This design comes from an exercise in tuning for small area on the open sky130 flow, not from production work.
Where RTL was checked, it was by simulation tests only, not by an equivalence proof against the original.
Power and IR drop assume default switching activity.

run a:
==> flow/design.v <==
module fir_pipeline #(
    parameter DATA_WIDTH  = 24,
    parameter TAP_NUM     = 64,
    parameter COEFF_WIDTH = 26
)(
    input  logic                          clk,
    input  logic                          rst_n,
    input  logic                          in_valid,
    input  logic signed [DATA_WIDTH-1:0]  in_data,
    output logic                          out_valid,
    output logic signed [DATA_WIDTH+15:0] out_data
);
    localparam int NR = TAP_NUM - 2;    
    localparam int AW = 27;             
    localparam int LW = 13;             
    localparam int HW = AW - LW;        
    function automatic logic signed [COEFF_WIDTH-1:0] coeff(input integer k);
        case (k)
            0: coeff = 26'sd0;
            1: coeff = 26'sd137;
            2: coeff = -26'sd531;
            3: coeff = 26'sd51;
            4: coeff = 26'sd2256;
            5: coeff = -26'sd4368;
            6: coeff = 26'sd1756;
            7: coeff = 26'sd6984;
            8: coeff = -26'sd14653;
            9: coeff = 26'sd9000;
            10: coeff = 26'sd13355;
            11: coeff = -26'sd35455;
            12: coeff = 26'sd28671;
            13: coeff = 26'sd17439;
            14: coeff = -26'sd70614;
            15: coeff = 26'sd71227;
            16: coeff = 26'sd10121;
            17: coeff = -26'sd121666;
            18: coeff = 26'sd150813;
            19: coeff = -26'sd25292;
            20: coeff = -26'sd185871;
            21: coeff = 26'sd286953;
            22: coeff = -26'sd117772;
            23: coeff = -26'sd255456;
            24: coeff = 26'sd515868;
            25: coeff = -26'sd327817;
            26: coeff = -26'sd318777;
            27: coeff = 26'sd953354;
            28: coeff = -26'sd866001;
            29: coeff = -26'sd363288;
            30: coeff = 26'sd2439282;
            31: coeff = -26'sd4406275;
            32: coeff = 26'sd21990352;
            33: coeff = -26'sd4406275;
            34: coeff = 26'sd2439282;
            35: coeff = -26'sd363288;
            36: coeff = -26'sd866001;
            37: coeff = 26'sd953354;
            38: coeff = -26'sd318777;
            39: coeff = -26'sd327817;
            40: coeff = 26'sd515868;
            41: coeff = -26'sd255456;
            42: coeff = -26'sd117772;
            43: coeff = 26'sd286953;
            44: coeff = -26'sd185871;
            45: coeff = -26'sd25292;
            46: coeff = 26'sd150813;
            47: coeff = -26'sd121666;
            48: coeff = 26'sd10121;
            49: coeff = 26'sd71227;
            50: coeff = -26'sd70614;
            51: coeff = 26'sd17439;
            52: coeff = 26'sd28671;
            53: coeff = -26'sd35455;
            54: coeff = 26'sd13355;
            55: coeff = 26'sd9000;
            56: coeff = -26'sd14653;
            57: coeff = 26'sd6984;
            58: coeff = 26'sd1756;
            59: coeff = -26'sd4368;
            60: coeff = 26'sd2256;
            61: coeff = 26'sd51;
            62: coeff = -26'sd531;
            63: coeff = 26'sd137;
            default: coeff = '0;
        endcase
    endfunction
    function automatic logic signed [COEFF_WIDTH-1:0] fold_coeff(input logic [4:0] i);
        fold_coeff = coeff(i + 1);
    endfunction
    function automatic logic [LW:0] add_lo(input logic [LW-1:0] a, input logic [LW-1:0] b,
                                          input logic ci);
        logic c;
        c = ci;
        for (int i = 0; i < LW; i++) begin
            add_lo[i] = a[i] ^ b[i] ^ c;
            c = (a[i] & b[i]) | (c & (a[i] ^ b[i]));
        end
        add_lo[LW] = c;
    endfunction
    function automatic logic [HW-1:0] add_hi(input logic [HW-1:0] a, input logic [HW-1:0] b,
                                            input logic ci);
        logic c;
        c = ci;
        for (int i = 0; i < HW; i++) begin
            add_hi[i] = a[i] ^ b[i] ^ c;
            c = (a[i] & b[i]) | (c & (a[i] ^ b[i]));
        end
    endfunction
    logic [DATA_WIDTH-1:0] ring [0:NR-1];    
    logic [DATA_WIDTH-1:0] buf_q;            
    logic [5:0]  v;
    logic [4:0]  j;       
    logic        busy;
    logic        pend;
    logic        clr;
    logic        ov;
    logic [AW-1:0] acc;
    logic        cs;
    wire [DATA_WIDTH-1:0] head = ring[NR-1];
    wire [DATA_WIDTH-1:0] head_rot = {head[0], head[DATA_WIDTH-1:1]};
    always_ff @(posedge clk) begin
        ring[0] <= busy ? buf_q : (clr ? '0 : head);
        for (int i = 1; i < NR; i++) ring[i] <= ring[i-1];
        buf_q <= (head_rot & {DATA_WIDTH{busy}}) | (in_data & {DATA_WIDTH{~busy & in_valid}})
               | (buf_q & {DATA_WIDTH{~busy & ~in_valid}});
    end
    localparam logic [AW-1:0] FIX = AW'(2) - (AW'(1) << 24);
    wire last_pass = (j == 5'd23);
    wire tail      = (j == 5'd24);
    wire act       = busy & ~tail;
    wire bit_in    = (head[0] ^ last_pass) & act;
    wire [4:0] fi  = v[4:0] ^ {5{v[5]}};
    wire [AW-1:0] coef = AW'(fold_coeff(fi));
    wire [AW-1:0] term = (coef & {AW{bit_in}}) | (FIX & {AW{tail}});
    wire first = (v == 6'd0) & act;
    wire shift = first & (j != 5'd0);
    wire keep  = ~first & ~clr;
    wire [LW-1:0] lo = acc[LW-1:0];
    wire [HW-1:0] hi = acc[AW-1:LW];
    wire [LW-1:0] lo_base = ({hi[0] ^ cs, lo[LW-1:1]} & {LW{shift}}) | (lo & {LW{keep}});
    wire [HW-1:0] hi_base = ({hi[HW-1], hi[HW-1:1]} & {HW{shift}}) | (hi & {HW{keep}});
    wire hc  = cs & (keep | (shift & hi[0]));
    wire [LW:0]   lo_sum = add_lo(lo_base, term[LW-1:0], 1'b0);
    wire [HW-1:0] hi_sum = add_hi(hi_base, term[AW-1:LW], hc);
    always_ff @(posedge clk) begin
        acc <= {hi_sum, lo_sum[LW-1:0]};
        cs  <= lo_sum[LW];
    end
    always_ff @(posedge clk or negedge rst_n) begin
        if (!rst_n) begin
            v    <= '0;
            j    <= '0;
            busy <= 1'b0;
            pend <= 1'b0;
            clr  <= 1'b1;
            ov   <= 1'b0;
        end else begin
            ov <= in_valid;
            if (in_valid) pend <= 1'b1;
            if (!busy) begin
                v <= (v == 6'd62) ? 6'd0 : (v == 6'd31) ? 6'd33 : v + 6'd1;
                if (v == 6'd62) begin
                    clr <= 1'b0;
                    if (pend && !clr) begin
                        busy <= 1'b1;
                        pend <= 1'b0;
                    end
                end
            end else if (tail) begin
                busy <= 1'b0;
                j    <= '0;
                v    <= 6'd2;
            end else begin
                v <= (v == 6'd31) ? 6'd33 : v + 6'd1;
                if (v == 6'd63) j <= j + 5'd1;
            end
        end
    end
    assign out_valid = ov;
    assign out_data  = {{(DATA_WIDTH+16-(AW-1)){acc[AW-1]}}, acc[AW-1:1]};
endmodule
Settings: LEC_CHECK=0, ABC_AREA=1, CAP_MARGIN=20, CELL_PAD_IN_SITES_GLOBAL_PLACEMENT=1, CORE_MARGIN=2, CORE_UTILIZATION=50, SLEW_MARGIN=20; clock period 10.0 ns.
standard.sh (not shown) runs the stock make flow with config.mk's settings and CLKGATE_MAP_FILE= SYNTH_SCRIPT=/design/flow/synth_recipe.tcl, a recipe that flattens the netlist after the stock synthesis.
==> flow/flow/run.sh <==
#!/bin/bash
# The standard ORFS layout (the standard.sh, same synthesis script and
# steps), with these changes:
#  - ABC maps the logic with flow/abc_area.script (ORFS's area script slot;
#    ABC_AREA is set in config.mk): deep AIG synthesis, then area mapping.
#  - half adder cells are not used (they are left as gates for ABC).
#  - clock tree synthesis: clkbuf_8 clusters of at most 22 sinks, 80 um
#    diameter, no dummy loads.
#  - port buffers are buf_1 (every port still gets its own buffer).
# Every tool writes its full log to orfs/logs/...; make's output goes to
# standard.log in this folder.
set -euo pipefail
rm -rf scripts_local
cp -r "$FLOW_HOME/scripts" scripts_local
cp flow/abc_area.script scripts_local/abc_area.script
cat > config_local.mk <<EOC
include $PWD/config.mk
export SCRIPTS_DIR = $PWD/scripts_local
export CTS_ARGS = -sink_clustering_enable -repair_clock_nets -dont_use_dummy_load -buf_list sky130_fd_sc_hd__clkbuf_8 -sink_clustering_size 22 -sink_clustering_max_diameter 80
export BUFFER_PORTS_ARGS = -buffer_cell sky130_fd_sc_hd__buf_1
export DONT_USE_CELLS += sky130_fd_sc_hd__ha_1 sky130_fd_sc_hd__ha_2 sky130_fd_sc_hd__ha_4
EOC
sed "s#DESIGN_CONFIG=[^ ]*#DESIGN_CONFIG=$PWD/config_local.mk#" standard.sh > standard_local.sh
bash standard_local.sh > standard.log 2>&1
==> flow/flow/abc_area.script <==
strash
&get -n
&deepsyn -J 300 -S 1
&put
&get -n
&dch
&nf -R 1000
&put
topo
stime -c
What run b does differently from run a at the input level:
diff --git a/flow/design.v b/flow/design.v
--- a/flow/design.v
+++ b/flow/design.v
@@ -112,10 +112,11 @@
     logic        busy;
     logic        pend;
     logic        clr;
     logic        ov;
-    logic [AW-1:0] acc;
+    logic [AW-1:0] acc_n;    
     logic        cs;
+    wire  [AW-1:0] acc = ~acc_n;
     wire [DATA_WIDTH-1:0] head = ring[NR-1];
     wire [DATA_WIDTH-1:0] head_rot = {head[0], head[DATA_WIDTH-1:1]};
     always_ff @(posedge clk) begin
         ring[0] <= busy ? buf_q : (clr ? '0 : head);
@@ -141,9 +142,9 @@
     wire hc  = cs & (keep | (shift & hi[0]));
     wire [LW:0]   lo_sum = add_lo(lo_base, term[LW-1:0], 1'b0);
     wire [HW-1:0] hi_sum = add_hi(hi_base, term[AW-1:LW], hc);
     always_ff @(posedge clk) begin
-        acc <= {hi_sum, lo_sum[LW-1:0]};
+        acc_n <= ~{hi_sum, lo_sum[LW-1:0]};
         cs  <= lo_sum[LW];
     end
     always_ff @(posedge clk or negedge rst_n) begin
         if (!rst_n) begin
==> comparison <==
- Leakage power total: run a vs run b, no meaningful difference
- Run b | stages: all done | timing, DRC, antenna: all pass
- Comparing run b against run a, there is no change at all in count of clock-net buffers in the final layout.
- Compared with run a, in run b post-synthesis simple-gate area fraction shows no meaningful change, post-route worst setup slack decreased by 0.32 ns relative to the old numbers, pre-CTS setup slack now sits lower, first-pass GRT wire length grew by 1.6 mm.
- Summary: with run a as the reference, wire length in run b moved up slightly.
- Between run b and run a, the power does not differ in any meaningful way.
- Run b vs. run a: via count up 179; end-of-flow core utilization rose 0.23 points; final critical-path required period +0.32 ns; total power divided by cell area held.
- Area after synthesis essentially unchanged between run a and run b.
For run b, only the layout was checked, not whether the RTL still works.

re-timing with driven ports:
In the flow no input, the clock included, has a driving cell. The finished layouts below were timed again as built, in two steps. Step 1, drivers: a clkbuf_16 drives clk and a buf_2 each remaining input, both assumed. Step 2 adds t to the input delays and takes it off the output delays; t is the mean of the earliest and latest rising clock arrival at the registers after step 1. Input paths then give back, and output paths get back, about the clock's delay inside the block. Three values: ideal, step 1, step 2; two values: the first two.
run | t, ns | slack for setup (ns) | hold WS [ns] | cell pins on the clock port's net
run a | 0.704 | 1.033 / 1.033 / 1.033 | 0.308 / 0.308 / 0.308 | 1
run b | 0.697 | 0.717 / 0.717 / 0.717 | 0.270 / 0.270 / 0.270 | 1
After both steps every run listed still meets setup and hold.
